Background: an optimization exercise with open tools, aiming at small area. Do not read the settings as production practice. The RTL was checked by simulation tests, not by an equivalence proof against the original design. Power figures rest on the tool's default switching activity, not on a simulated workload.

## design/flow/flow/run.sh

```bash
#!/bin/bash
# Own layout flow: the standard synthesis, then the combinational logic
# re-mapped by ABC for area (flip-flops keep their cells and names), then
# the standard floorplan-to-finish flow on the re-mapped netlist, with
# the port buffers made of the smallest buffer cell.
set -euo pipefail
W=$(pwd)
RES=$W/orfs/results/${FLOW_PLATFORM}/klotski/base
LIB=$FLOW_HOME/platforms/${FLOW_PLATFORM}/lib/sky130_fd_sc_hd__tt_025C_1v80.lib

bash standard.sh synth > $W/synth.log 2>&1
cp $RES/1_2_yosys.v $W/standard_synth.v

# two ABC scripts; keep the smaller result
for s in amap deep; do
    REMAP_LIB=$LIB REMAP_IN=$W/standard_synth.v REMAP_TOP=$FLOW_TOP \
    REMAP_SCRIPT=$W/flow/$s.abc REMAP_STAT=$W/remap_$s.txt REMAP_OUT=$W/remapped_$s.v \
        yosys -c $W/flow/remap.tcl > $W/remap_$s.log 2>&1 &
done
wait
area() { awk '/Chip area/ {print $NF}' $1; }
best=amap
if awk -v a=$(area $W/remap_deep.txt) -v b=$(area $W/remap_amap.txt) 'BEGIN{exit !(a < b)}'; then best=deep; fi
echo "remap: amap $(area $W/remap_amap.txt) deep $(area $W/remap_deep.txt) -> $best" > $W/remap_choice.txt
cp $W/remapped_$best.v $RES/1_2_yosys.v
rm -f $RES/1_synth.odb $RES/1_synth.sdc
BUFFER_PORTS_ARGS="-buffer_cell sky130_fd_sc_hd__buf_1" bash standard.sh finish > $W/layout.log 2>&1
```

## design/flow/flow/amap.abc

```
strash
dch -f
amap
strash
dch -f
amap
topo
```

## design/flow/flow/deep.abc

```
strash
&get -n
&deepsyn -T 150
&put
dch -f
amap
strash
dch -f
amap
topo
```

## design/flow/flow/remap.tcl

```tcl
# Re-map the combinational logic of the standard synthesis netlist for area.
# The flip-flops and tie cells keep their cell types and instance names.
yosys -import
set lib     $::env(REMAP_LIB)
set netlist $::env(REMAP_IN)
set top     $::env(REMAP_TOP)
set script  $::env(REMAP_SCRIPT)

# cells ABC must not use: the platform's don't-use cells (lpflow_*, probes)
set dont_use {}
set fh [open $lib r]
while {[gets $fh line] >= 0} {
    if {[regexp {^\s*cell\s*\(\s*"?(sky130_fd_sc_hd__(lpflow_|probe)[A-Za-z0-9_]*)"?\s*\)} $line -> name]} {
        lappend dont_use -dont_use $name
    }
}
close $fh

read_liberty -ignore_miss_func $lib
# sequential, tie and multi-output cells stay as they are
foreach c {sky130_fd_sc_hd__edfxtp_1 sky130_fd_sc_hd__dfxtp_1 sky130_fd_sc_hd__conb_1} {
    blackbox $c
}
read_verilog $netlist
hierarchy -top $top
flatten
hierarchy -top $top
opt_clean -purge
abc -liberty $lib -script $script {*}$dont_use
opt_clean -purge
read_liberty -lib -overwrite $lib
hilomap -singleton -hicell sky130_fd_sc_hd__conb_1 HI -locell sky130_fd_sc_hd__conb_1 LO
splitnets
opt_clean -purge
yosys rename -enumerate -pattern remap_%
insbuf -buf sky130_fd_sc_hd__buf_4 A X
check -assert
tee -o $::env(REMAP_STAT) stat -liberty $lib
write_verilog -noattr -nohex -nodec $::env(REMAP_OUT)
```

## design/flow/standard.sh

```bash
#!/bin/bash
# synth_recipe.tcl (not shown) runs the flow's synth.tcl, then flattens the netlist and writes it again
# the make line also repeats each setting of config.mk as NAME=value (left out here)
make -C /OpenROAD-flow-scripts/flow DESIGN_CONFIG=/design/flow/config.mk WORK_HOME=/design/flow/orfs CLKGATE_MAP_FILE= SYNTH_SCRIPT=/design/flow/synth_recipe.tcl "${@:-finish}"
```

## design/flow/config.mk

```make
export PLATFORM = sky130hd
export DESIGN_NAME = klotski
export DESIGN_NICKNAME = klotski
export VERILOG_FILES = /design/flow/design.v
export SDC_FILE = /design/flow/constraint.sdc
export NUM_CORES = 4
export LEC_CHECK = 0
export ABC_AREA = 1
export CAP_MARGIN = 0
export CORE_MARGIN = 2
export CORE_UTILIZATION = 60
export CTS_CLUSTER_DIAMETER = 60
export CTS_CLUSTER_SIZE = 30
export SLEW_MARGIN = 0
```

## design/flow/constraint.sdc

```tcl
create_clock -name core_clock -period 15.0 [get_ports {clk}]
set_input_delay 3.0000 -clock core_clock [delete_from_list [all_inputs] [get_ports {clk}]]
set_output_delay 3.0000 -clock core_clock [all_outputs]
set_load 0.01 [all_outputs]
```

## design/flow/design.v

```verilog
module MUX2T1_5(input S, input [4:0] D0, input [4:0] D1, output [4:0] Dout);
    assign Dout = S ? D1 : D0;
endmodule
module init_rom(input [2:0] mode, input [4:0] a, output reg [4:0] d);
    always @(*) begin
        case ({mode, a})
            8'd0: d = 5'd7;
            8'd1: d = 5'd1;
            8'd2: d = 5'd2;
            8'd3: d = 5'd9;
            8'd4: d = 5'd8;
            8'd5: d = 5'd3;
            8'd6: d = 5'd4;
            8'd7: d = 5'd10;
            8'd8: d = 5'd11;
            8'd9: d = 5'd5;
            8'd10: d = 5'd6;
            8'd11: d = 5'd13;
            8'd12: d = 5'd12;
            8'd13: d = 5'd15;
            8'd14: d = 5'd15;
            8'd15: d = 5'd14;
            8'd16: d = 5'd15;
            8'd17: d = 5'd0;
            8'd18: d = 5'd0;
            8'd19: d = 5'd15;
            8'd20: d = 5'd8;
            8'd21: d = 5'd3;
            8'd22: d = 5'd4;
            8'd23: d = 5'd10;
            8'd24: d = 5'd11;
            8'd25: d = 5'd5;
            8'd26: d = 5'd6;
            8'd27: d = 5'd13;
            8'd28: d = 5'd12;
            8'd29: d = 5'd15;
            8'd30: d = 5'd15;
            8'd31: d = 5'd14;
            8'd32: d = 5'd7;
            8'd33: d = 5'd1;
            8'd34: d = 5'd2;
            8'd35: d = 5'd9;
            8'd36: d = 5'd8;
            8'd37: d = 5'd3;
            8'd38: d = 5'd4;
            8'd39: d = 5'd10;
            8'd40: d = 5'd15;
            8'd41: d = 5'd5;
            8'd42: d = 5'd6;
            8'd43: d = 5'd15;
            8'd44: d = 5'd11;
            8'd45: d = 5'd15;
            8'd46: d = 5'd15;
            8'd47: d = 5'd13;
            8'd48: d = 5'd12;
            8'd49: d = 5'd0;
            8'd50: d = 5'd0;
            8'd51: d = 5'd14;
            8'd52: d = 5'd8;
            8'd53: d = 5'd3;
            8'd54: d = 5'd4;
            8'd55: d = 5'd10;
            8'd56: d = 5'd15;
            8'd57: d = 5'd5;
            8'd58: d = 5'd6;
            8'd59: d = 5'd15;
            8'd60: d = 5'd11;
            8'd61: d = 5'd15;
            8'd62: d = 5'd15;
            8'd63: d = 5'd13;
            8'd64: d = 5'd7;
            8'd65: d = 5'd1;
            8'd66: d = 5'd2;
            8'd67: d = 5'd9;
            8'd68: d = 5'd8;
            8'd69: d = 5'd3;
            8'd70: d = 5'd4;
            8'd71: d = 5'd10;
            8'd72: d = 5'd15;
            8'd73: d = 5'd15;
            8'd74: d = 5'd15;
            8'd75: d = 5'd15;
            8'd76: d = 5'd11;
            8'd77: d = 5'd5;
            8'd78: d = 5'd6;
            8'd79: d = 5'd13;
            8'd80: d = 5'd12;
            8'd81: d = 5'd0;
            8'd82: d = 5'd0;
            8'd83: d = 5'd14;
            8'd84: d = 5'd8;
            8'd85: d = 5'd3;
            8'd86: d = 5'd4;
            8'd87: d = 5'd10;
            8'd88: d = 5'd15;
            8'd89: d = 5'd15;
            8'd90: d = 5'd15;
            8'd91: d = 5'd15;
            8'd92: d = 5'd11;
            8'd93: d = 5'd5;
            8'd94: d = 5'd6;
            8'd95: d = 5'd13;
            8'd96: d = 5'd15;
            8'd97: d = 5'd1;
            8'd98: d = 5'd2;
            8'd99: d = 5'd15;
            8'd100: d = 5'd7;
            8'd101: d = 5'd3;
            8'd102: d = 5'd4;
            8'd103: d = 5'd9;
            8'd104: d = 5'd8;
            8'd105: d = 5'd5;
            8'd106: d = 5'd6;
            8'd107: d = 5'd10;
            8'd108: d = 5'd11;
            8'd109: d = 5'd15;
            8'd110: d = 5'd15;
            8'd111: d = 5'd13;
            8'd112: d = 5'd12;
            8'd113: d = 5'd0;
            8'd114: d = 5'd0;
            8'd115: d = 5'd14;
            8'd116: d = 5'd7;
            8'd117: d = 5'd3;
            8'd118: d = 5'd4;
            8'd119: d = 5'd9;
            8'd120: d = 5'd8;
            8'd121: d = 5'd5;
            8'd122: d = 5'd6;
            8'd123: d = 5'd10;
            8'd124: d = 5'd11;
            8'd125: d = 5'd15;
            8'd126: d = 5'd15;
            8'd127: d = 5'd13;
            8'd128: d = 5'd1;
            8'd129: d = 5'd2;
            8'd130: d = 5'd7;
            8'd131: d = 5'd9;
            8'd132: d = 5'd3;
            8'd133: d = 5'd4;
            8'd134: d = 5'd8;
            8'd135: d = 5'd10;
            8'd136: d = 5'd5;
            8'd137: d = 5'd6;
            8'd138: d = 5'd15;
            8'd139: d = 5'd15;
            8'd140: d = 5'd11;
            8'd141: d = 5'd13;
            8'd142: d = 5'd15;
            8'd143: d = 5'd15;
            8'd144: d = 5'd12;
            8'd145: d = 5'd14;
            8'd146: d = 5'd0;
            8'd147: d = 5'd0;
            8'd148: d = 5'd3;
            8'd149: d = 5'd4;
            8'd150: d = 5'd8;
            8'd151: d = 5'd10;
            8'd152: d = 5'd5;
            8'd153: d = 5'd6;
            8'd154: d = 5'd15;
            8'd155: d = 5'd15;
            8'd156: d = 5'd11;
            8'd157: d = 5'd13;
            8'd158: d = 5'd15;
            8'd159: d = 5'd15;
            8'd160: d = 5'd7;
            8'd161: d = 5'd1;
            8'd162: d = 5'd2;
            8'd163: d = 5'd9;
            8'd164: d = 5'd8;
            8'd165: d = 5'd3;
            8'd166: d = 5'd4;
            8'd167: d = 5'd10;
            8'd168: d = 5'd0;
            8'd169: d = 5'd11;
            8'd170: d = 5'd13;
            8'd171: d = 5'd0;
            8'd172: d = 5'd15;
            8'd173: d = 5'd12;
            8'd174: d = 5'd14;
            8'd175: d = 5'd15;
            8'd176: d = 5'd15;
            8'd177: d = 5'd5;
            8'd178: d = 5'd6;
            8'd179: d = 5'd15;
            8'd180: d = 5'd8;
            8'd181: d = 5'd3;
            8'd182: d = 5'd4;
            8'd183: d = 5'd10;
            8'd184: d = 5'd0;
            8'd185: d = 5'd11;
            8'd186: d = 5'd13;
            8'd187: d = 5'd0;
            8'd188: d = 5'd15;
            8'd189: d = 5'd12;
            8'd190: d = 5'd14;
            8'd191: d = 5'd15;
            8'd192: d = 5'd0;
            8'd193: d = 5'd0;
            8'd194: d = 5'd0;
            8'd195: d = 5'd0;
            8'd196: d = 5'd0;
            8'd197: d = 5'd0;
            8'd198: d = 5'd0;
            8'd199: d = 5'd0;
            8'd200: d = 5'd0;
            8'd201: d = 5'd0;
            8'd202: d = 5'd0;
            8'd203: d = 5'd0;
            8'd204: d = 5'd0;
            8'd205: d = 5'd0;
            8'd206: d = 5'd0;
            8'd207: d = 5'd0;
            8'd208: d = 5'd0;
            8'd209: d = 5'd0;
            8'd210: d = 5'd0;
            8'd211: d = 5'd0;
            8'd212: d = 5'd0;
            8'd213: d = 5'd0;
            8'd214: d = 5'd0;
            8'd215: d = 5'd0;
            8'd216: d = 5'd0;
            8'd217: d = 5'd0;
            8'd218: d = 5'd0;
            8'd219: d = 5'd0;
            8'd220: d = 5'd0;
            8'd221: d = 5'd0;
            8'd222: d = 5'd0;
            8'd223: d = 5'd0;
            8'd224: d = 5'd0;
            8'd225: d = 5'd0;
            8'd226: d = 5'd0;
            8'd227: d = 5'd0;
            8'd228: d = 5'd0;
            8'd229: d = 5'd0;
            8'd230: d = 5'd0;
            8'd231: d = 5'd0;
            8'd232: d = 5'd0;
            8'd233: d = 5'd0;
            8'd234: d = 5'd0;
            8'd235: d = 5'd0;
            8'd236: d = 5'd0;
            8'd237: d = 5'd0;
            8'd238: d = 5'd0;
            8'd239: d = 5'd0;
            8'd240: d = 5'd0;
            8'd241: d = 5'd0;
            8'd242: d = 5'd0;
            8'd243: d = 5'd0;
            8'd244: d = 5'd0;
            8'd245: d = 5'd0;
            8'd246: d = 5'd0;
            8'd247: d = 5'd0;
            8'd248: d = 5'd0;
            8'd249: d = 5'd0;
            8'd250: d = 5'd0;
            8'd251: d = 5'd0;
            8'd252: d = 5'd0;
            8'd253: d = 5'd0;
            8'd254: d = 5'd0;
            8'd255: d = 5'd0;
            default: d = 5'd0;
        endcase
    end
endmodule
module board_ram(
    input            clk,
    input            clr,
    input            we,
    input      [4:0] a,
    input      [4:0] d,
    output     [4:0] spo
);
    wire [3:0] hi = 4'd1 << a[4:3];
    wire [7:0] lo = 8'd1 << a[2:0];
    wire [3:0] hiw = (hi & {4{we}}) | {4{clr}};
    wire [7:0] low = lo | {8{clr}};
    wire [4:0] wd  = d & {5{~clr}};
    reg  [159:0] q;
    integer i, j, k;
    always @(posedge clk)
        for (i = 0; i < 32; i = i + 1)
            if (hiw[i / 8] & low[i % 8]) q[i*5 +: 5] <= wd;
    reg [4:0] g, r;
    always @(*) begin
        r = 5'd0;
        for (j = 0; j < 4; j = j + 1) begin
            g = 5'd0;
            for (k = 0; k < 8; k = k + 1) g = g | (q[(8*j+k)*5 +: 5] & {5{lo[k]}});
            r = r | (g & {5{hi[j]}});
        end
    end
    assign spo = r;
endmodule
module control(
    input             clk,
    input             rst,
    input       [2:0] mode,
    input       [9:0] col,
    input       [8:0] row,
    input      [11:0] Din,
    input             test,
    input       [4:0] testnum,
    input       [4:0] testnum2,
    input       [4:0] keyCode,
    input             keyReady,
    input       [4:0] RAMData,    
    input       [4:0] locout,     
    output reg [11:0] Dout,
    output reg        DisplayMux,
    output     [15:0] DisplaySerial,
    output            rdn_o,
    output      [4:0] RAMaddr,    
    output reg  [4:0] SyncAddr,
    output reg  [4:0] RAMwrite,
    output reg  [4:0] RAMaddr2,
    output reg  [4:0] locin,
    output reg  [2:0] ROMmux2,
    output            RAMMux_o,   
    output            RAMMux2_o,  
    output            RAMMux3_o,  
    output            RAMaddrEN_o,
    output            RAMaddrEN2_o,
    output     [12:0] ROMaddr
);
    localparam [4:0] IDLE = 5'd31;
    reg         Reseting;   
    reg         first;      
    reg  [3:0]  state;
    reg  [1:0]  dir;        
    reg  [4:0]  step;       
    reg  [11:0] counter;
    reg         judge, wasReady, rdn;
    reg         RAMMux, RAMMux2, RAMaddrEN2;
    wire moving   = (step != IDLE);
    assign rdn_o        = rdn;
    assign RAMMux_o     = RAMMux;
    assign RAMMux2_o    = RAMMux2;
    assign RAMMux3_o    = RAMMux & RAMaddrEN2;
    assign RAMaddrEN_o  = RAMMux & (RAMMux2 | RAMaddrEN2);
    assign RAMaddrEN2_o = RAMaddrEN2;
    assign DisplaySerial = {state, counter};
    wire [4:0] L = locout;
    reg  [4:0] off;
    reg        blocked;
    always @(*) begin
        case (dir)
            2'd0: begin off = 5'd28; blocked = (L[4:2] == 3'd0); end
            2'd1: begin off = 5'd4;  blocked = (L[4:2] == 3'd4); end
            2'd2: begin off = 5'd31; blocked = (L[1:0] == 2'd0); end
            default: begin off = 5'd1; blocked = (L[1:0] == 2'd3); end
        endcase
    end
    wire [4:0] Lo    = L + off;
    wire       empty = (RAMData == 5'd0);
    function [4:0] first_cell(input [1:0] d, input [3:0] s);
        begin
            case (s)
                4'd0: first_cell = (d == 2'd1) ? 5'd3 : (d == 2'd3) ? 5'd2 : 5'd1;
                4'd1: first_cell = (d == 2'd3) ? 5'd6 : 5'd5;
                4'd2, 4'd3, 4'd4, 4'd5:
                      first_cell = {s[2:0], 1'b0} + ((d == 2'd1) ? 5'd4 : 5'd3);
                default: first_cell = {1'b0, s} + 5'd9;
            endcase
        end
    endfunction
    reg       a2_set;
    reg [4:0] a2_val;
    always @(*) begin
        a2_set = 1'b0; a2_val = 5'd0;
        case (dir)
            2'd0: case (state)
                4'd0: begin a2_set = 1'b1; a2_val = 5'd2; end
                4'd1: begin a2_set = 1'b1; a2_val = 5'd6; end
                default: ;
            endcase
            2'd1: case (state)
                4'd0: begin a2_set = 1'b1; a2_val = 5'd4; end
                4'd1: begin a2_set = 1'b1; a2_val = 5'd6; end
                default: ;
            endcase
            default: case (state)
                4'd0: begin a2_set = 1'b1; a2_val = dir[0] ? 5'd4 : 5'd3; end
                4'd2, 4'd3, 4'd4, 4'd5: begin a2_set = 1'b1; a2_val = {state[2:0], 1'b0} + 5'd4; end
                default: ;
            endcase
        endcase
    end
    reg       w_lo, w_aset, w_j10;
    reg [4:0] w_val, w_a;
    always @(*) begin
        w_lo = 1'b0; w_aset = 1'b0; w_j10 = 1'b0; w_val = 5'd0; w_a = 5'd0;
        case (step)
        5'd4: begin
            w_aset = 1'b1;
            case (state)
                4'd0: case (dir)
                        2'd0: begin w_val = 5'd4; w_a = 5'd1; end
                        2'd1: begin w_val = 5'd2; w_a = 5'd3; end
                        2'd2: begin w_val = 5'd4; w_a = 5'd1; end
                        default: begin w_val = 5'd3; w_a = 5'd2; end
                      endcase
                4'd1: case (dir)
                        2'd2: begin w_val = 5'd6; w_a = 5'd6; end
                        2'd3: begin w_val = 5'd5; w_a = 5'd5; end
                        default: begin w_val = 5'd0; w_a = 5'd5; end
                      endcase
                4'd2, 4'd3, 4'd4, 4'd5: begin
                        w_a = {state[2:0], 1'b0} + ((dir == 2'd0) ? 5'd4 : 5'd3);
                        w_val = dir[1] ? 5'd0 : w_a;
                      end
                default: begin w_val = 5'd0; w_a = {1'b0, state} + 5'd9; end
            endcase
        end
        5'd5: begin
            if (state >= 4'd6) begin
                w_lo = 1'b1; w_j10 = 1'b1; w_val = {1'b0, state} + 5'd9;
            end else begin
                w_aset = 1'b1;
                case (state)
                    4'd0: case (dir)
                            2'd0: begin w_val = 5'd3; w_a = 5'd4; end
                            2'd1: begin w_val = 5'd1; w_a = 5'd2; end
                            2'd2: begin w_val = 5'd2; w_a = 5'd4; end
                            default: begin w_val = 5'd1; w_a = 5'd3; end
                          endcase
                    4'd1: w_a = (dir == 2'd2) ? 5'd5 : 5'd6;
                    default: w_a = {state[2:0], 1'b0} + ((dir == 2'd0) ? 5'd3 : 5'd4);
                endcase
            end
        end
        5'd6: begin
            case (state)
                4'd0: begin w_aset = 1'b1; w_a = (dir == 2'd0) ? 5'd3 : (dir == 2'd2) ? 5'd2 : 5'd1; end
                4'd1: begin
                        w_lo = 1'b1;
                        if (dir[1]) begin w_j10 = 1'b1; w_val = dir[0] ? 5'd6 : 5'd5; end
                        else begin w_aset = 1'b1; w_val = 5'd6; w_a = 5'd5; end
                      end
                default: begin
                        w_lo = 1'b1;
                        w_val = {state[2:0], 1'b0} + ((dir == 2'd0) ? 5'd3 : 5'd4);
                        if (dir[1]) begin w_aset = 1'b1; w_a = {state[2:0], 1'b0} + 5'd3; end
                        else w_j10 = 1'b1;
                      end
            endcase
        end
        5'd7: begin
            case (state)
                4'd0: begin w_aset = 1'b1; w_a = (dir == 2'd0) ? 5'd2 : (dir == 2'd2) ? 5'd3 : 5'd4; end
                4'd1: begin w_lo = 1'b1; w_j10 = 1'b1; w_val = 5'd5; end
                default: begin w_lo = 1'b1; w_j10 = 1'b1; w_val = {state[2:0], 1'b0} + 5'd3; end
            endcase
        end
        5'd8: begin
            w_lo = 1'b1; w_aset = 1'b1;
            case (dir)
                2'd0: begin w_val = 5'd2; w_a = 5'd1; end
                2'd1: begin w_val = 5'd4; w_a = 5'd3; end
                2'd2: begin w_val = 5'd3; w_a = 5'd1; end
                default: begin w_val = 5'd4; w_a = 5'd2; end
            endcase
        end
        default: begin  
            w_lo = 1'b1;
            case (dir)
                2'd0: w_val = 5'd1;
                2'd1: w_val = 5'd3;
                2'd2: w_val = 5'd1;
                default: w_val = 5'd2;
            endcase
        end
        endcase
    end
    wire inboard = !test && col < 10'd496 && col > 10'd143 && row < 9'd460 && row > 9'd19;
    wire [1:0] y = !inboard ? 2'd0 : (col < 10'd232) ? 2'd0 : (col < 10'd320) ? 2'd1 : (col < 10'd408) ? 2'd2 : 2'd3;
    wire [2:0] x = !inboard ? 3'd0 : (row < 9'd108) ? 3'd0 : (row < 9'd196) ? 3'd1 : (row < 9'd284) ? 3'd2 : (row < 9'd372) ? 3'd3 : 3'd4;
    assign RAMaddr = {x, y};
    wire m = (col[8:0] < 9'd144);
    wire k = (row < 9'd20);
    reg [9:0] C;
    always @(*) begin
        case ({x, y})
            5'd0:    C = {k, 2'b00, m, 6'd0} + 10'd786;
            default: C = 10'd786 + {x, 3'b000} * 10'd7 - {8'd0, y} * 10'd11;
        endcase
    end
    wire [9:0] rsum = {4'd0, col[8:3]} + {1'b0, row} + {row, 1'b0} + {row[6:0], 3'b000} + C;
    assign ROMaddr = {rsum, col[2:0]};
    reg status;
    always @(*) begin
        case (state)
            4'd0: status = (RAMData == 5'd1 || RAMData == 5'd2 || RAMData == 5'd3 || RAMData == 5'd4);
            4'd1, 4'd2, 4'd3, 4'd4, 4'd5:
                  status = (RAMData == {state, 1'b0} + 5'd3) || (RAMData == {state, 1'b0} + 5'd4);
            4'd6, 4'd7, 4'd8, 4'd9:
                  status = (RAMData == {1'b0, state} + 5'd9);
            default: status = 1'b0;
        endcase
        Dout = inboard ? (Din ^ {12{status}}) : 12'd0;
    end
    always @(posedge clk) begin
        if (!test) begin
            if (rst) begin
                Reseting <= 1'b1;
                first <= 1'b1;
                RAMMux <= 1'b1; RAMMux2 <= 1'b0; RAMaddrEN2 <= 1'b1;
                ROMmux2 <= mode;
                SyncAddr <= 5'd0;
                locin <= 5'd0;
                counter <= 12'd0;
                judge <= 1'b0;
                DisplayMux <= 1'b0;
                state <= 4'd6;
                dir <= 2'd0;
                step <= IDLE;
                wasReady <= 1'b0;
                rdn <= 1'b0;
                RAMaddr2 <= 5'd0;
                RAMwrite <= 5'd0;
            end else if (Reseting) begin
                first <= 1'b0;
                SyncAddr <= locin + {4'd0, ~first};
                locin <= locin + {4'd0, ~first};
                if (!first && locin == 5'd18) Reseting <= 1'b0;
            end else begin
                if (!judge) begin
                    RAMMux <= 1'b0; RAMMux2 <= 1'b0; RAMaddrEN2 <= 1'b0;
                    if (RAMaddr == 5'd17) judge <= 1'b1;
                end else begin
                    DisplayMux <= (RAMData == 5'd3);
                    judge <= 1'b0;
                end
                wasReady <= keyReady;
                rdn <= 1'b0;
                if (moving) begin
                    RAMMux  <= (step >= 5'd1 && step <= 5'd9);
                    RAMMux2 <= (step >= 5'd4 && step <= 5'd9);
                    RAMaddrEN2 <= (step == 5'd11 || step == 5'd13 || step == 5'd15 ||
                                   (step == 5'd17 && state == 4'd0));
                    step <= step + 5'd1;
                    case (step)
                        5'd0: RAMaddr2 <= first_cell(dir, state);
                        5'd1, 5'd3: begin
                            if (blocked) step <= IDLE;
                            else SyncAddr <= Lo;
                        end
                        5'd2: begin
                            if (!empty) step <= IDLE;
                            else if (a2_set) RAMaddr2 <= a2_val;
                        end
                        5'd4, 5'd5, 5'd6, 5'd7, 5'd8, 5'd9: begin
                            if (step == 5'd4 && !empty) step <= IDLE;
                            else begin
                                SyncAddr <= w_lo ? Lo : L;
                                RAMwrite <= w_val;
                                if (w_aset) RAMaddr2 <= w_a;
                                if (w_j10) step <= 5'd10;
                            end
                        end
                        5'd10: RAMaddr2 <= first_cell(2'd0, state);
                        5'd11, 5'd13, 5'd15: locin <= Lo;
                        5'd12: begin
                            if (state >= 4'd6) step <= 5'd17;
                            else RAMaddr2 <= (state == 4'd0) ? 5'd2 : (state == 4'd1) ? 5'd6 : {state[2:0], 1'b0} + 5'd4;
                        end
                        5'd14: begin
                            if (state != 4'd0) step <= 5'd17;
                            else RAMaddr2 <= 5'd3;
                        end
                        5'd16: RAMaddr2 <= 5'd4;
                        default: begin  
                            if (state == 4'd0) locin <= Lo;
                            step <= IDLE;
                            counter <= counter + 12'd1;
                        end
                    endcase
                end else if (!wasReady && keyReady) begin
                    rdn <= 1'b1;
                    case (keyCode)
                        5'hc: state <= (state == 4'd0) ? 4'd9 : state - 4'd1;
                        5'he: state <= (state == 4'd9) ? 4'd0 : state + 4'd1;
                        5'h5: begin dir <= 2'd0; step <= 5'd0; end
                        5'hd: begin dir <= 2'd1; step <= 5'd0; end
                        5'h8: begin dir <= 2'd2; step <= 5'd0; end
                        5'ha: begin dir <= 2'd3; step <= 5'd0; end
                        default: ;
                    endcase
                end else begin
                    RAMMux <= 1'b0; RAMMux2 <= 1'b0; RAMaddrEN2 <= 1'b0;
                end
            end
        end else begin
            RAMMux <= 1'b1; RAMMux2 <= 1'b0; RAMaddrEN2 <= 1'b0;
            SyncAddr <= testnum;
            RAMaddr2 <= testnum2;
        end
    end
endmodule
module klotski(
    input         clk,
    input         rst,
    input  [2:0]  mode,
    input  [4:0]  keyCode,
    input         keyReady,
    input  [9:0]  col,
    input  [8:0]  row,
    input  [11:0] Din,
    input         test,
    input  [4:0]  testnum,
    input  [4:0]  testnum2,
    output [11:0] Dout,
    output [4:0]  ROMmux,
    output [12:0] ROMaddr,
    output        DisplayMux,
    output        rdn,
    output [15:0] DisplaySerial,
    output [4:0]  cur_q,
    output [4:0]  loc_q
);
    wire [4:0] RAMData, RAMaddr, SyncAddr, RAMwrite, locout, RAMaddr2, locin;
    wire       RAMaddrEN, RAMMux, RAMMux2, RAMaddrEN2, RAMMux3;
    wire [2:0] ROMmux2;
    wire [4:0] init_d, cur_a, cur_d, loc_a;
    control u_control(
        .clk(clk), .rst(rst), .mode(mode), .col(col), .row(row), .Din(Din),
        .test(test), .testnum(testnum), .testnum2(testnum2),
        .keyCode(keyCode), .keyReady(keyReady),
        .RAMData(RAMData), .locout(locout),
        .Dout(Dout), .DisplayMux(DisplayMux), .DisplaySerial(DisplaySerial), .rdn_o(rdn),
        .RAMaddr(RAMaddr), .SyncAddr(SyncAddr), .RAMwrite(RAMwrite), .RAMaddr2(RAMaddr2),
        .locin(locin), .ROMmux2(ROMmux2),
        .RAMMux_o(RAMMux), .RAMMux2_o(RAMMux2), .RAMMux3_o(RAMMux3),
        .RAMaddrEN_o(RAMaddrEN), .RAMaddrEN2_o(RAMaddrEN2),
        .ROMaddr(ROMaddr)
    );
    init_rom u_init(.mode(ROMmux2), .a(SyncAddr), .d(init_d));
    MUX2T1_5 u_mux_cur_a(.S(RAMMux),  .D0(RAMaddr),  .D1(SyncAddr), .Dout(cur_a));
    MUX2T1_5 u_mux_cur_d(.S(RAMMux2), .D0(init_d),   .D1(RAMwrite), .Dout(cur_d));
    MUX2T1_5 u_mux_loc_a(.S(RAMMux3), .D0(RAMaddr2), .D1(cur_d),    .Dout(loc_a));
    board_ram u_current (.clk(clk), .clr(rst), .we(RAMaddrEN),  .a(cur_a), .d(cur_d), .spo(RAMData));
    board_ram u_location(.clk(clk), .clr(rst), .we(RAMaddrEN2), .a(loc_a), .d(locin), .spo(locout));
    assign ROMmux = RAMData;
    assign cur_q  = RAMData;
    assign loc_q  = locout;
endmodule
```

==> impl_metrics.csv, run 1 <==
group,metric,value,unit
outcome,status,"complete, no violations",
timing,period_minus_slack,13.34,ns
clock_tree,clk_pin_slew_worst_paths,0.08,ns
die,fp-row-count,62,
timing,fin_tns_setup,0,ns
grt,grtUsageTotal,31.0,%
drt,viasPerCell,6.72,
timing,layout_setup_ws,1.66,ns
drt,wl_met3,5.10,mm
layout,n_antenna_cell,0,
layout,utilization,67.8,%
grt,first_global_vias,13100,
layout,multi_input_area,0.00560,mm^2
power_and_ir_drop,p_leak,6.31,nW
layout,post-route-cell-area,0.0195,mm^2
placed_design,dpl_cell_area,0.0184,mm^2
layout,fin_nets,1727,
clock_tree,clkSinkCount,375,
drt,wl_met1,19.3,mm
drt,drc_errors,0,
yosys,postSynthAreaPerCell,11.4,um^2
clock_tree,ctsHoldBuffers,0,
worst_setup_path,critPathLaunchType,"input pin",
placed_design,place_hpwl,33.0,mm
timing,hold_violations,0,
yosys,postSynthCellCount,1537,
clock_tree,cts_tree,"built",
die,die-width,175,um
placed_design,portBuffers,104,
layout,mostFrequentLayoutCells,"edfxtp_1 (372), nor2_1 (301), clkinv_1 (130), nand2_1 (113), buf_1 (103)",
flow_run,maxCapViolations,0,
timing,finalSetupViolations,0,
placed_design,pre_cts_slack,1.99,ns
worst_hold_path,hold_path_class,"reg2reg",
clock_tree,cts_resized,0,
worst_setup_path,worstSetupEndpointType,"output port",
timing,worst_pin_slew,1.32,ns
grt,grt_start_max_net_pins,56,
die,die_h,175,um
layout,final_common_cell,"edfxtp_1",
power_and_ir_drop,power_density,134,mW/mm^2
layout,regArea,0.0112,mm^2
timing,slew_violations,0,
timing,fmax,75.0,MHz
grt,antenna_found_initial,1,
die,start_util,60.8,%
layout,fillers,2138,
drt,firstDrtPassIters,8,
layout,layout-drive-gt1-share,5.08,%
clock_tree,numCtsBuffers,27,
grt,grt_pass1_wl,73.4,mm
die,pin_count,111,
clock_tree,clock_path_buffers,3,
yosys,yosysWarningCount,3,
drt,vias,14000,
clock_tree,clk-insertion-delay-late,0.58,ns
yosys,synth.cell_area,0.0175,mm^2
timing,rsz0062_at_grt,"no",
clock_tree,ctsHtreeMaxLevel,1,
timing,period_share,88.9,%
die,coreArea,0.0287,mm^2
worst_setup_path,path_max_fanout,18,
grt,grt.overflow.total,0,
worst_setup_path,worst_ep_required_time,12.00,ns
drt,met2_length,21.9,mm
layout,area_growth,11.5,%
power_and_ir_drop,peakVddDrop,189,uV
drt,top_layer_used,"met5",
clock_tree,root_buffer,"clkbuf_16",
drt,drtAntennaViolNets,0,
worst_setup_path,cp.arrival,10.34,ns
drt,drt-total-wl,47.9,mm
drt,drt_iter0_drc,1805,
clock_tree,post_cts_buffers,0,
die,dieArea,0.0305,mm^2
yosys,syn_nets,1590,
timing,skew,0.0371,ns
drt,wl_per_cell,23.0,um
timing,max_slew_margin,11.8,%
placed_design,routabilityCongestion,1.01,
worst_setup_path,critPathKind,"in2out",
==> power breakdown <==
part	switching [mW]	total [mW]	internal (mW)	leakage (nW)
registers	0.0353	1.30	1.27	3.66
logic	0.344	0.482	0.138	2.15
clock network	0.435	0.830	0.395	0.501
total	0.814	2.62	1.80	6.31
==> state kept, by name, indices dropped and copies added, names as in the netlist, 2 cells and up <==
register / count
u_control.RAMaddr2: 5
u_current.q: 160
u_control.locin: 5
u_control.ROMmux2: 3
u_control.step: 5
u_control.counter: 12
u_control.SyncAddr: 5
u_control.dir: 2
u_control.state: 4
u_control.RAMwrite: 5
u_location.q: 160
==> routing by layer <==
| layer | track usage (%) | vias up |
|---|---|---|
| met5 | 0 | - |
| met4 | 11.1 | 2 |
| met3 | 4.64 | 98 |
| met2 | 48.6 | 905 |
| met1 | 44.8 | 6690 |
| li1 | - | 6259 |
==> critical path, cell delays in order <==
cell      delay [ns]
buf_1           0.20
clkinv_1        0.26
nor2_1          0.20
nor3_1          0.09
nor4_1          0.26
o221ai_1        0.15
buf_4           0.22
nor3_1          0.57
o22ai_1         0.29
clkinv_1        0.15
nor2_1          0.18
buf_4           0.26
a222oi_1        0.34
a31oi_1         0.21
nor4_1          0.84
clkinv_1        0.37
nor2_1          0.23
clkinv_1        0.12
a21oi_1         0.14
nor4_1          0.07
a31oi_1         0.18
nor3_1          0.08
a31oi_1         0.80
nor2b_1         0.71
nand2_1         0.13
o31ai_1         0.09
buf_1           0.18
==> area by class of cell <==
class                   count  area share (%)
clock buffers              27            3.47
flip-flops and latches    375            57.7
repair buffers            132            3.09
clock inverters            21            2.01
well taps                 384            2.47
inverters                 128            2.47
multi-input cells        1010            28.8
==> path summary, 6_finish.rpt <==
| check | start | endpoint | slack [ns] | cells after the start |
|---|---|---|---|---|
| setup reg to reg | u_control.SyncAddr[0] | u_control.SyncAddr[2] | 6.75 | 27 |
| hold reg to reg | u_control.judge | u_control.judge | 0.58 | 1 |
| setup / recovery | row[4] | Dout[4] | 1.66 | 27 |
| hold / removal | u_control.judge | u_control.judge | 0.58 | 1 |
==> per-stage QoR <==
stage,power [mW],cells,hold slack [ns]
2_1_floorplan,1.62,1537,0.499
3_3_place_gp,1.79,2029,0.593
3_5_place_dp,1.80,2029,0.569
4_1_cts,2.62,2077,0.581
5_1_grt,2.71,2077,0.600
6_report,2.62,2077,0.580
==> run 2, diff against run 1 <==
--- a/design/flow/flow/run.sh
+++ b/design/flow/flow/run.sh
@@ -24,4 +24,6 @@
 echo "remap: amap $(area $W/remap_amap.txt) deep $(area $W/remap_deep.txt) -> $best" > $W/remap_choice.txt
 cp $W/remapped_$best.v $RES/1_2_yosys.v
 rm -f $RES/1_synth.odb $RES/1_synth.sdc
+# clock tree: sink clustering as set in config.mk, without dummy balancing loads
+export CTS_ARGS='-sink_clustering_enable -repair_clock_nets -sink_clustering_size 30 -sink_clustering_max_diameter 60 -dont_use_dummy_load'
 BUFFER_PORTS_ARGS="-buffer_cell sky130_fd_sc_hd__buf_1" bash standard.sh finish > $W/layout.log 2>&1
==> run 2 against run 1 <==
  * Final cell count is 1.0% lower
  * Global-route usage down 0.16 points
  * Synthesized area stayed put
  * Sequential power hardly changed
  * Register-to-register slack improved by 0.02 ns
  * Design area down 2.0%
  * Combinational power about the same
  * Clock-buffer cell count is the same
  * Critical path depth is the same
  * Critical endpoint unchanged
==> impl_metrics.csv, run 2 <==
group,metric,value,unit
worst_setup_path,worst_ep_required_time,12.00,ns
grt,grt.overflow.total,0,
worst_setup_path,crit_buf_inv,8,
drt,firstDrtPassIters,8,
worst_setup_path,cp_common_cell,"clkinv_1",
timing,slew_violations,0,
die,pin_count,111,
clock_tree,clk-insertion-delay-late,0.57,ns
clock_tree,clkSinkCount,375,
worst_setup_path,slowest_stage,"nor4_1",
grt,grt_pass1_wl,73.0,mm
timing,fin_tns_setup,0,ns
grt,grtUsageTotal,30.9,%
grt,grt_start_max_net_pins,56,
layout,n_antenna_cell,0,
die,dieArea,0.0305,mm^2
clock_tree,ctsHoldBuffers,0,
worst_setup_path,critPathKind,"in2out",
timing,fmax,75.2,MHz
drt,viasPerCell,6.72,
layout,fillers,2216,
layout,fin_nets,1727,
timing,period_share,88.7,%
layout,top_regs,"u_current.q (160), u_location.q (160), u_control.counter (12)",
worst_setup_path,slowest_delay,0.82,ns
clock_tree,clock_path_buffers,3,
layout,final_common_cell,"edfxtp_1",
clock_tree,root_buffer,"clkbuf_16",
yosys,yosysWarningCount,3,
layout,layout-drive-gt1-share,4.01,%
power_and_ir_drop,p_leak,6.14,nW
timing,skew,0.0619,ns
outcome,status,"complete, no violations",
layout,mostFrequentLayoutCells,"edfxtp_1 (372), nor2_1 (301), clkinv_1 (128), nand2_1 (113), buf_1 (103)",
die,start_util,60.8,%
placed_design,routabilityCongestion,1.01,
drt,drc_errors,0,
drt,wl_per_cell,23.3,um
timing,worst_pin_slew,1.29,ns
drt,drtAntennaViolNets,0,
worst_setup_path,cp.arrival,10.30,ns
timing,rsz0062_at_grt,"no",
power_and_ir_drop,peakVddDrop,149,uV
clock_tree,post_cts_buffers,0,
clock_tree,cts_resized,0,
yosys,postSynthCellCount,1537,
die,fp-row-count,62,
clock_tree,numCtsBuffers,27,
worst_setup_path,path_max_fanout,18,
clock_tree,ctsHtreeMaxLevel,1,
timing,period_minus_slack,13.30,ns
worst_setup_path,worstSetupEndpointType,"output port",
timing,max_slew_margin,13.7,%
power_and_ir_drop,p_total,2.42,mW
yosys,synth.cell_area,0.0175,mm^2
drt,drt-total-wl,47.8,mm
power_and_ir_drop,power_density,127,mW/mm^2
placed_design,place_hpwl,33.0,mm
die,die_h,175,um
grt,first_global_vias,13100,
clock_tree,clk_pin_slew_worst_paths,0.04,ns
die,die-width,175,um
die,coreArea,0.0287,mm^2
grt,antenna_found_initial,1,
yosys,syn_nets,1590,
placed_design,portBuffers,104,
drt,vias,13800,
worst_setup_path,critPathLaunchType,"input pin",
drt,drt_iter0_drc,1827,
timing,hold_violations,0,
worst_hold_path,hold_path_class,"reg2reg",
timing,finalSetupViolations,0,
clock_tree,cts_tree,"built",
layout,area_growth,9.22,%
flow_run,maxCapViolations,0,
yosys,postSynthAreaPerCell,11.4,um^2
worst_setup_path,path_delay_family,"simple AND/OR/NAND/NOR gates",
## run 2: layout make-up
class / instances / area (um^2) / share of cell area (%)
multi-input combinational: 1010 / 5600 / 29.3
timing repair buffer: 132 / 602 / 3.16
clock buffer: 27 / 676 / 3.54
tap: 384 / 480 / 2.52
sequential: 375 / 11200 / 58.9
inverter: 128 / 480 / 2.52
## run 2: power by group
part	internal, mW	leakage (nW)	switching [mW]	total (mW)
clock	0.316	0.333	0.318	0.634
combinational	0.138	2.15	0.345	0.482
sequential	1.27	3.66	0.0353	1.31
total	1.72	6.14	0.699	2.42
## run 2: worst paths after layout
kind,startpoint,slack (ns),cells after the start,end
min reg2reg,u_control.judge,0.57,1,u_control.judge
max reg2reg,u_control.SyncAddr[0],6.77,27,u_control.SyncAddr[2]
min,u_control.judge,0.57,1,u_control.judge
max,row[4],1.70,27,Dout[4]
## run 2: layer usage
metal  routed length, um  up-vias  global-route usage, %  part of all wire [%]
li1                    -     6247                      -                     -
met1               19000     6563                   44.5                    40
met2               21800      917                   48.3                    46
met3                5450       97                   4.70                    11
met4                1540        2                   11.1                   3.2
met5                  13        -                      0                 0.027
## run 2: metrics by stage
stage	cells	hold slack, ns	util [%]	worst slack (ns)	cell area [um^2]
floorplan	1537	0.499	-	3.20	17500
global placement	2029	0.593	64.1	2.46	18400
detailed placement	2029	0.569	64.1	1.99	18400
CTS	2056	0.576	66.4	1.99	19100
global route	2056	0.594	66.4	1.06	19100
finish	2056	0.575	66.4	1.70	19100
==> run 3, diff against run 2 <==
--- a/design/flow/flow/run.sh
+++ b/design/flow/flow/run.sh
@@ -25,5 +25,5 @@
 cp $W/remapped_$best.v $RES/1_2_yosys.v
 rm -f $RES/1_synth.odb $RES/1_synth.sdc
 # clock tree: sink clustering as set in config.mk, without dummy balancing loads
-export CTS_ARGS='-sink_clustering_enable -repair_clock_nets -sink_clustering_size 30 -sink_clustering_max_diameter 60 -dont_use_dummy_load'
+export CTS_ARGS='-sink_clustering_enable -repair_clock_nets -sink_clustering_size 20 -sink_clustering_max_diameter 50 -dont_use_dummy_load -buf_list {sky130_fd_sc_hd__clkbuf_8 sky130_fd_sc_hd__clkbuf_16}'
 BUFFER_PORTS_ARGS="-buffer_cell sky130_fd_sc_hd__buf_1" bash standard.sh finish > $W/layout.log 2>&1
==> run 3 against run 2 <==
  * Still clean on timing, DRC and antenna
  * Fmax is 0.44% higher
  * Highest routed layer is now met4
  * Critical path depth is the same
  * Largest power group unchanged
  * Critical path type unchanged
  * Critical endpoint is now Dout[7]
  * Design area increased by 0.47%
  * Die area is the same
  * Routed wire length barely moved
  * First-iteration DRC count up 14%
==> impl_metrics.csv, run 3 <==
group,metric,value,unit
worst_setup_path,worst_ep_required_time,12.00,ns
worst_setup_path,cp.arrival,10.24,ns
die,pin_count,111,
worst_setup_path,critPathKind,"in2out",
clock_tree,clk-insertion-delay-late,0.58,ns
die,die_h,175,um
layout,layout-drive-gt1-share,4.24,%
worst_setup_path,reg2reg_to,"u_control.SyncAddr[1]",
grt,grt.overflow.total,0,
layout,fillers,2188,
clock_tree,ctsHoldBuffers,0,
die,die-width,175,um
timing,fin_tns_setup,0,ns
clock_tree,clkSinkCount,375,
placed_design,place_hpwl,33.0,mm
yosys,postSynthAreaPerCell,11.4,um^2
layout,n_antenna_cell,0,
die,fp-row-count,62,
drt,drc_errors,0,
placed_design,pre_cts_slack,1.99,ns
drt,drtAntennaViolNets,0,
clock_tree,clk_pin_slew_worst_paths,0.04,ns
placed_design,portBuffers,104,
drt,wl_per_cell,23.2,um
worst_setup_path,critPathLaunchType,"input pin",
yosys,postSynthCellCount,1537,
drt,vias,13900,
worst_setup_path,r2r_slack,6.69,ns
worst_setup_path,path_delay_family,"simple AND/OR/NAND/NOR gates",
layout,top_regs,"u_current.q (160), u_location.q (160), u_control.counter (12)",
worst_hold_path,worstHoldStart,"u_control.judge",
grt,grt_pass1_wl,73.2,mm
timing,fmax,75.5,MHz
worst_hold_path,hold_path_class,"reg2reg",
worst_hold_path,min_to,"u_control.judge",
worst_setup_path,reg2reg_from,"u_control.SyncAddr[0]",
worst_hold_path,holdPathStages,1,
clock_tree,post_cts_buffers,0,
worst_setup_path,slowest_delay,0.79,ns
timing,layout_setup_ws,1.76,ns
timing,slew_violations,0,
drt,viasPerCell,6.74,
power_and_ir_drop,p_leak,6.18,nW
drt,firstDrtPassIters,7,
timing,rsz0062_at_grt,"no",
timing,worst_pin_slew,1.32,ns
worst_setup_path,cp_common_cell,"clkinv_1",
timing,max_slew_margin,11.8,%
worst_setup_path,startpoint,"row[4]",
power_and_ir_drop,power_density,129,mW/mm^2
clock_tree,clock_path_buffers,3,
clock_tree,cts_resized,0,
drt,drt-total-wl,47.8,mm
yosys,syn_nets,1590,
grt,antenna_found_initial,0,
worst_setup_path,slowest_stage,"nor4_1",
worst_setup_path,worstSetupEndpointType,"output port",
timing,hold_violations,0,
timing,period_minus_slack,13.24,ns
layout,final_common_cell,"edfxtp_1",
timing,period_share,88.3,%
layout,mostFrequentLayoutCells,"edfxtp_1 (372), nor2_1 (301), clkinv_1 (128), nand2_1 (113), buf_1 (103)",
worst_setup_path,path_max_fanout,18,
timing,finalSetupViolations,0,
clock_tree,cts_tree,"built",
outcome,status,"complete, no violations",
grt,grt_start_max_net_pins,56,
drt,drt_iter0_drc,2079,
layout,fin_nets,1731,
clock_tree,numCtsBuffers,30,
clock_tree,root_buffer,"clkbuf_16",
yosys,synth.cell_area,0.0175,mm^2
worst_setup_path,crit_buf_inv,8,
grt,grtUsageTotal,30.9,%
clock_tree,ctsHtreeMaxLevel,1,
die,dieArea,0.0305,mm^2
layout,area_growth,9.73,%
power_and_ir_drop,peakVddDrop,129,uV
worst_setup_path,cp.depth,27,
worst_setup_path,rr_worst_depth,27,
grt,first_global_vias,13100,
yosys,yosysWarningCount,3,
die,start_util,60.8,%
timing,skew,0.0461,ns
flow_run,maxCapViolations,0,
placed_design,routabilityCongestion,1.01,
die,coreArea,0.0287,mm^2
==> run 3: report_power, final <==
group / switching [mW] / internal, mW / leakage (nW)
sequential: 0.0351 / 1.27 / 3.66
clock: 0.325 / 0.349 / 0.370
combinational: 0.345 / 0.138 / 2.15
total: 0.705 / 1.76 / 6.18
==> run 3: final cells by class <==
type | instances | area [um^2] | share of cell area, %
Sequential cell | 375 | 11200 | 58.6
Multi-Input combinational cell | 1010 | 5600 | 29.2
Clock buffer | 30 | 751 | 3.92
Timing Repair Buffer | 133 | 617 | 3.22
Inverter | 128 | 480 | 2.51
Tap cell | 384 | 480 | 2.51
==> run 3: routing by layer <==
| metal | share of wire, % | global-route usage [%] | vias to the layer above |
|---|---|---|---|
| met2 | 46 | 48.1 | 895 |
| li1 | - | - | 6252 |
| met4 | 3.4 | 11.8 | 0 |
| met1 | 40 | 44.7 | 6639 |
| met3 | 11 | 4.48 | 106 |
| met5 | 0 | 0 | - |
==> run 3: through the flow <==
step / hold WS, ns / power, mW / utilization, % / std cells / cell area, um^2
final: 0.574 / 2.46 / 66.7 / 2060 / 19200
after global routing: 0.594 / 2.55 / 66.7 / 2060 / 19200
after CTS: 0.575 / 2.46 / 66.7 / 2059 / 19100
after detailed placement: 0.569 / 1.80 / 64.1 / 2029 / 18400
after global placement: 0.593 / 1.79 / 64.1 / 2029 / 18400
after floorplan: 0.499 / 1.62 / - / 1537 / 17500
==> run 3: worst max path at each step <==
| stage | end | slack, ns |
|---|---|---|
| global route | Dout[11] | 1.01 |
| floorplan | Dout[0] | 3.20 |
| global placement | Dout[3] | 2.46 |
| finish | Dout[7] | 1.76 |
| CTS | Dout[7] | 1.95 |
| detailed placement | Dout[7] | 1.99 |
==> run 4, diff against run 3 <==
--- a/design/flow/flow/run.sh
+++ b/design/flow/flow/run.sh
@@ -25,5 +25,5 @@
 cp $W/remapped_$best.v $RES/1_2_yosys.v
 rm -f $RES/1_synth.odb $RES/1_synth.sdc
 # clock tree: sink clustering as set in config.mk, without dummy balancing loads
-export CTS_ARGS='-sink_clustering_enable -repair_clock_nets -sink_clustering_size 20 -sink_clustering_max_diameter 50 -dont_use_dummy_load -buf_list {sky130_fd_sc_hd__clkbuf_8 sky130_fd_sc_hd__clkbuf_16}'
+export CTS_ARGS='-sink_clustering_enable -repair_clock_nets -sink_clustering_size 16 -sink_clustering_max_diameter 40 -dont_use_dummy_load -buf_list {sky130_fd_sc_hd__clkbuf_8}'
 BUFFER_PORTS_ARGS="-buffer_cell sky130_fd_sc_hd__buf_1" bash standard.sh finish > $W/layout.log 2>&1
==> run 4 against run 3 <==
  * Still clean
  * Power decreased by 5.3%
  * Sequential share of layout area increased by 0.71 points
  * Routed wire length decreased by 0.37%
  * Fmax decreased by 0.51%
  * Die area unchanged
  * Setup slack got worse by 0.068 ns
  * Register-to-register slack improved by 0.07 ns
  * Clock power decreased by 19%
  * Final cell count increased by 0.39%
  * Critical path depth unchanged
  * Worst hold slack improved by 0.0011 ns
  * Synthesized area unchanged
  * Largest cell class unchanged
  * Largest power group unchanged
==> impl_metrics.csv, run 4 <==
group,metric,value,unit
outcome,status,"complete, no violations",
power_and_ir_drop,switching_share,29.7,%
power_and_ir_drop,peakVddDrop,99.2,uV
drt,drc_errors,0,
clock_tree,ctsHtreeMaxLevel,2,
timing,worst_pin_slew,1.33,ns
grt,first_global_vias,13100,
worst_hold_path,holdPathStages,1,
timing,fin_tns_setup,0,ns
worst_setup_path,worst_ep_required_time,12.00,ns
placed_design,dpl_cell_area,0.0184,mm^2
yosys,synth.cell_area,0.0175,mm^2
clock_tree,root_buffer,"clkbuf_8",
timing,fmax,75.1,MHz
worst_setup_path,reg2reg_from,"u_control.SyncAddr[0]",
grt,grt_start_max_net_pins,56,
clock_tree,clock_path_buffers,3,
layout,final_common_cell,"edfxtp_1",
power_and_ir_drop,comb_power_share,20.7,%
timing,hold_violations,0,
clock_tree,clkSinkCount,375,
die,die-width,175,um
worst_setup_path,critPathKind,"in2out",
drt,wl_per_cell,23.0,um
worst_setup_path,slowest_stage,"nor4_1",
grt,antenna_found_initial,1,
worst_setup_path,r2r_slack,6.76,ns
grt,grt.overflow.total,0,
clock_tree,clk_pin_slew_worst_paths,0.04,ns
drt,firstDrtPassIters,6,
worst_setup_path,critPathLaunchType,"input pin",
timing,slew_violations,0,
layout,utilization,65.9,%
power_and_ir_drop,p_sw,693,uW
placed_design,routabilityCongestion,1.01,
worst_hold_path,min_to,"u_control.judge",
die,pin_count,111,
clock_tree,cts_tree,"built",
worst_setup_path,cp_common_cell,"clkinv_1",
timing,rsz0062_at_grt,"no",
power_and_ir_drop,p_leak,6.09,nW
clock_tree,numCtsBuffers,39,
worst_hold_path,worstHoldStart,"u_control.judge",
flow_run,maxCapViolations,0,
grt,grt_pass1_wl,73.0,mm
drt,drtAntennaViolNets,0,
yosys,yosysWarningCount,3,
layout,post-route-cell-area,0.0189,mm^2
timing,period_share,88.8,%
worst_setup_path,worstSetupEndpointType,"output port",
power_and_ir_drop,power_density,123,mW/mm^2
layout,fin_nets,1739,
die,dieArea,0.0305,mm^2
layout,area_growth,8.42,%
worst_setup_path,rr_worst_depth,27,
timing,period_minus_slack,13.31,ns
worst_hold_path,hold_path_class,"reg2reg",
power_and_ir_drop,p_clk_share,23.4,%
yosys,postSynthCellCount,1537,
layout,layout-drive-gt1-share,4.69,%
timing,whs,0.575,ns
placed_design,portBuffers,104,
worst_setup_path,slowest_delay,0.86,ns
worst_setup_path,path_max_fanout,18,
die,die_h,175,um
clock_tree,cts_resized,0,
worst_setup_path,cp.arrival,10.31,ns
die,fp-row-count,62,
power_and_ir_drop,p_total,2.33,mW
drt,viasPerCell,6.73,
placed_design,place_hpwl,33.0,mm
layout,mostFrequentLayoutCells,"edfxtp_1 (372), nor2_1 (301), clkinv_1 (128), nand2_1 (113), buf_1 (103)",
grt,grtUsageTotal,30.9,%
timing,finalSetupViolations,0,
die,start_util,60.8,%
layout,n_antenna_cell,0,
timing,max_slew_margin,10.8,%
clock_tree,ctsHoldBuffers,0,
worst_setup_path,reg2reg_to,"u_control.SyncAddr[1]",
worst_setup_path,path_delay_family,"simple AND/OR/NAND/NOR gates",
timing,skew,0.0717,ns
worst_setup_path,crit_buf_inv,8,
power_and_ir_drop,seq_power_share,55.9,%
drt,drt_iter0_drc,2046,
clock_tree,post_cts_buffers,0,
power_and_ir_drop,p_int,1.64,mW
layout,top_regs,"u_current.q (160), u_location.q (160), u_control.counter (12)",
drt,vias,13900,
die,coreArea,0.0287,mm^2
yosys,syn_nets,1590,
drt,drt-total-wl,47.6,mm
yosys,postSynthAreaPerCell,11.4,um^2
clock_tree,clk-insertion-delay-late,0.57,ns
==> run 4: changes by cell type in the layout (fill, tap and decap cells not counted) <==
cell	delta
clkbuf_8	+39
clkbuf_16	-30
buf_8	-1
==> run 4: power by group through the flow <==
stage	combinational (mW)	clock [mW]	sequential (mW)
detailed placement	0.471	0	1.33
global placement	0.463	0	1.33
CTS	0.473	0.552	1.30
global route	0.527	0.585	1.31
finish	0.482	0.546	1.30
floorplan	0.310	0	1.31
==> run 4: per-layer routing <==
layer  GRT usage [%]  up-vias  part of all wire, %
met3            4.40      126                   10
met4            11.9        2                  3.6
met2            47.9      896                   45
li1                -     6261                    -
met1            44.9     6626                   41
met5               0        -                0.027
==> run 4: how the worst max path moves through the flow <==
stage / startpoint / endpoint / depth (start not counted)
floorplan: row[4] / Dout[0] / 25
global placement: row[4] / Dout[3] / 27
detailed placement: row[4] / Dout[7] / 27
CTS: row[4] / Dout[7] / 27
global route: row[4] / Dout[11] / 31
finish: row[4] / Dout[7] / 27
==> run 4: final cells by class <==
type,instances,area [um^2]
clock buffers,39,537
fillers,2243,9780
inverters,128,480
multi-input cells,1010,5600
flip-flops and latches,375,11200
well taps,384,480
repair buffers,132,602
==> run 4: worst register-to-register path, cell delays in order, from the launching register on <==
cell      delay (ns)
edfxtp_1        0.57
clkinv_1        0.33
nor2_1          0.43
clkinv_1        0.27
o211ai_1        0.30
a21oi_1         0.13
nor2_1          0.15
a31oi_1         0.06
a221oi_1        0.63
a21oi_1         0.29
clkinv_1        0.15
nor2_1          0.05
buf_4           0.22
a22oi_1         0.24
nand3_1         0.14
a221oi_1        0.31
o22ai_1         0.13
a221oi_1        0.68
clkinv_1        0.29
nor2_1          0.19
o22ai_1         0.11
nand2_1         0.18
clkinv_1        0.10
nor3_1          0.24
o22ai_1         0.16
o21ai_0         0.33
o32ai_1         0.17
o311ai_0        1.02
==> run 4: stage by stage <==
stage               cells  setup WS, ns
floorplan            1537          3.20
global placement     2029          2.46
detailed placement   2029          1.99
CTS                  2068          1.98
global route         2068          1.05
finish               2068          1.69
==> run 5, diff against run 4 <==
--- a/design/flow/flow/remap.tcl
+++ b/design/flow/flow/remap.tcl
@@ -25,6 +25,8 @@
 hierarchy -top $top
 flatten
 hierarchy -top $top
+# the wires flattening made for the old cells' pins get private names
+yosys rename -hide w:_*_.*
 opt_clean -purge
 abc -liberty $lib -script $script {*}$dont_use
 opt_clean -purge
@@ -33,7 +35,7 @@
 splitnets
 opt_clean -purge
 yosys rename -enumerate -pattern remap_%
-insbuf -buf sky130_fd_sc_hd__buf_4 A X
+insbuf -buf sky130_fd_sc_hd__buf_1 A X
 check -assert
 tee -o $::env(REMAP_STAT) stat -liberty $lib
 write_verilog -noattr -nohex -nodec $::env(REMAP_OUT)
--- a/design/flow/config.mk
+++ b/design/flow/config.mk
@@ -8,7 +8,5 @@
 export ABC_AREA = 1
 export CAP_MARGIN = 0
 export CORE_MARGIN = 2
-export CORE_UTILIZATION = 60
-export CTS_CLUSTER_DIAMETER = 60
-export CTS_CLUSTER_SIZE = 30
+export CORE_UTILIZATION = 70
 export SLEW_MARGIN = 0
==> run 5 against run 4 <==
  * Utilization increased by 11 points
  * Critical path depth decreased by 3
  * Fmax decreased by 0.47%
  * Sequential power about the same
  * Sequential share of layout area increased by 0.44 points
  * Register-to-register slack got worse by 0.45 ns
  * Setup slack got worse by 0.063 ns
  * Routed wire length increased by 8.7%
  * Final cell count decreased by 3.2%
  * Clock-buffer cell count decreased by 2
  * Clock skew increased by 0.034 ns
  * Die area decreased by 15%
==> impl_metrics.csv, run 5 <==
group,metric,value,unit
outcome,status,"complete, no violations",
die,die_h,161,um
worst_setup_path,critPathLaunchType,"input pin",
power_and_ir_drop,p_leak,6.05,nW
timing,worst_pin_slew,1.36,ns
layout,layout-drive-gt1-share,4.29,%
drt,vias,14900,
grt,grt_start_max_net_pins,57,
grt,antenna_found_initial,0,
grt,grt_pass1_wl,79.1,mm
timing,rsz0062_at_grt,"no",
yosys,yosysWarningCount,3,
worst_setup_path,rr_worst_depth,27,
worst_setup_path,startpoint,"row[4]",
yosys,postSynthAreaPerCell,11.4,um^2
clock_tree,cts_resized,0,
flow_run,maxCapViolations,0,
placed_design,pre_cts_slack,2.01,ns
layout,final_common_cell,"edfxtp_1",
clock_tree,numCtsBuffers,37,
clock_tree,cts_tree,"built",
power_and_ir_drop,p_total,2.34,mW
die,coreArea,0.0243,mm^2
die,fp-row-count,57,
die,pin_count,111,
timing,hold_violations,0,
clock_tree,clk-insertion-delay-late,0.59,ns
worst_setup_path,reg2reg_to,"u_control.SyncAddr[2]",
worst_setup_path,reg2reg_from,"u_control.SyncAddr[0]",
drt,wl_per_cell,25.9,um
die,dieArea,0.0260,mm^2
clock_tree,clock_path_buffers,3,
layout,fillers,1448,
timing,finalSetupViolations,0,
drt,drt-total-wl,51.8,mm
placed_design,place_hpwl,34.4,mm
timing,period_share,89.2,%
drt,drt_iter0_drc,3032,
grt,grtUsageTotal,39.7,%
timing,slew_violations,0,
drt,drc_errors,0,
layout,area_growth,8.51,%
worst_setup_path,critPathKind,"in2out",
clock_tree,clk_pin_slew_worst_paths,0.06,ns
worst_setup_path,r2r_slack,6.31,ns
clock_tree,ctsHoldBuffers,0,
layout,top_regs,"u_current.q (160), u_location.q (160), u_control.counter (12)",
yosys,synth.cell_area,0.0173,mm^2
clock_tree,clkSinkCount,375,
worst_setup_path,worstSetupEndpointType,"output port",
power_and_ir_drop,power_density,125,mW/mm^2
timing,fmax,74.8,MHz
layout,utilization,77.2,%
layout,fin_nets,1732,
placed_design,routabilityCongestion,1.00,
clock_tree,post_cts_buffers,0,
power_and_ir_drop,peakVddDrop,122,uV
worst_setup_path,worst_ep_required_time,12.00,ns
grt,grt.overflow.total,0,
layout,mostFrequentLayoutCells,"edfxtp_1 (372), nor2_1 (301), clkinv_1 (128), nand2_1 (113), buf_1 (103)",
die,start_util,71.2,%
drt,drtAntennaViolNets,0,
drt,viasPerCell,7.45,
clock_tree,ctsHtreeMaxLevel,2,
worst_setup_path,crit_end,"Dout[5]",
clock_tree,root_buffer,"clkbuf_8",
layout,n_antenna_cell,0,
timing,max_slew_margin,8.40,%
yosys,syn_nets,1576,
worst_hold_path,hold_path_class,"reg2reg",
layout,stdcell_count,2001,
worst_setup_path,path_max_fanout,21,
timing,fin_tns_setup,0,ns
die,die-width,161,um
yosys,postSynthCellCount,1523,
timing,skew,0.106,ns
placed_design,placed_cells,1964,
grt,first_global_vias,14000,
worst_setup_path,cp.arrival,10.38,ns
placed_design,portBuffers,104,
timing,layout_setup_ws,1.62,ns
timing,period_minus_slack,13.38,ns
drt,firstDrtPassIters,12,
[run 5: cell types whose count changed in the layout (fill, tap and decap cells not counted), sizes merged]
cell,delta
buf,-5
clkbuf,-2
[run 5: layer usage]
metal / global-route usage (%) / share of wire, %
met2: 62.8 / 46
met1: 52.7 / 34
met3: 9.53 / 15
met5: 0 / 0
met4: 18.9 / 5.6
[run 5: cell type report]
class | count | area [um^2] | area share [%]
Clock buffer | 37 | 509 | 2.71
Multi-Input combinational cell | 1010 | 5600 | 29.8
Inverter | 128 | 480 | 2.56
Tap cell | 324 | 405 | 2.16
Timing Repair Buffer | 127 | 564 | 3.00
Sequential cell | 375 | 11200 | 59.8
[run 5: how the worst min path moves through the flow]
stage	cells after the start	end	slack, ns	start
6_report	2	u_control.RAMMux2	0.62	u_control.RAMMux2
2_1_floorplan	2	u_control.RAMaddrEN2	0.50	u_control.RAMaddrEN2
3_3_place_gp	1	u_control.counter[0]	0.59	u_control.counter[0]
5_1_grt	2	u_control.RAMMux2	0.66	u_control.RAMMux2
3_5_place_dp	1	u_control.counter[11]	0.61	u_control.counter[11]
4_1_cts	1	u_control.counter[11]	0.62	u_control.counter[11]
[run 5: critical path: stages]
cell	delay, ns
buf_1	0.21
clkinv_1	0.24
nor2_1	0.20
nor3_1	0.09
nor4_1	0.29
o221ai_1	0.31
nor3_1	0.69
o22ai_1	0.29
clkinv_1	0.14
nor2_1	0.06
buf_4	0.24
a222oi_1	0.41
a31oi_1	0.23
nor4_1	1.16
clkinv_1	0.37
nor2_1	0.22
a21oi_1	0.06
a31oi_1	0.18
nor3_1	0.07
a31oi_1	0.78
nor2b_1	0.69
nand2_1	0.15
o31ai_1	0.10
buf_1	0.18
[run 5: metrics by stage]
step | hold slack [ns] | cell area [um^2]
floorplan | 0.499 | 17300
global placement | 0.592 | 18300
detailed placement | 0.605 | 18300
CTS | 0.615 | 18800
global route | 0.663 | 18800
finish | 0.617 | 18800
[run 5: power by group]
part,leakage [nW],switching (mW),internal (mW),total [mW]
registers,3.66,0.0420,1.27,1.31
clock network,0.266,0.313,0.220,0.533
logic,2.12,0.361,0.137,0.498
total,6.05,0.716,1.63,2.34

-- re-timing with driven ports --
How much do the figures lean on ideal ports? The routed layouts below were timed once more, with nothing changed but the port constraints. Step 1 assumes that a clkbuf_16 drives the clock port and a buf_2 every other input. Step 2 adds t to the input delays and takes it off the output delays; t is the mean of the earliest and latest rising clock arrival at the registers after step 1. Input paths then give back, and output paths get back, about the clock's delay inside the block. Slacks: no drivers / after step 1 / after step 2; pairs: no drivers / after step 1.
| run | t (ns) | slack for setup (ns) | worst setup path after step 2 | worst slew at a driven data input, ns |
|---|---|---|---|---|
| run 1 | 0.615 | 1.664 / 1.632 / 1.632 | input to output | 0.07 |
| run 2 | 0.595 | 1.697 / 1.666 / 1.666 | input to output | 0.07 |
| run 3 | 0.613 | 1.756 / 1.724 / 1.724 | input to output | 0.07 |
| run 4 | 0.582 | 1.687 / 1.656 / 1.656 | input to output | 0.07 |
| run 5 | 0.583 | 1.625 / 1.601 / 1.601 | input to output | 0.06 |
After both steps setup and hold are still met in every run listed.
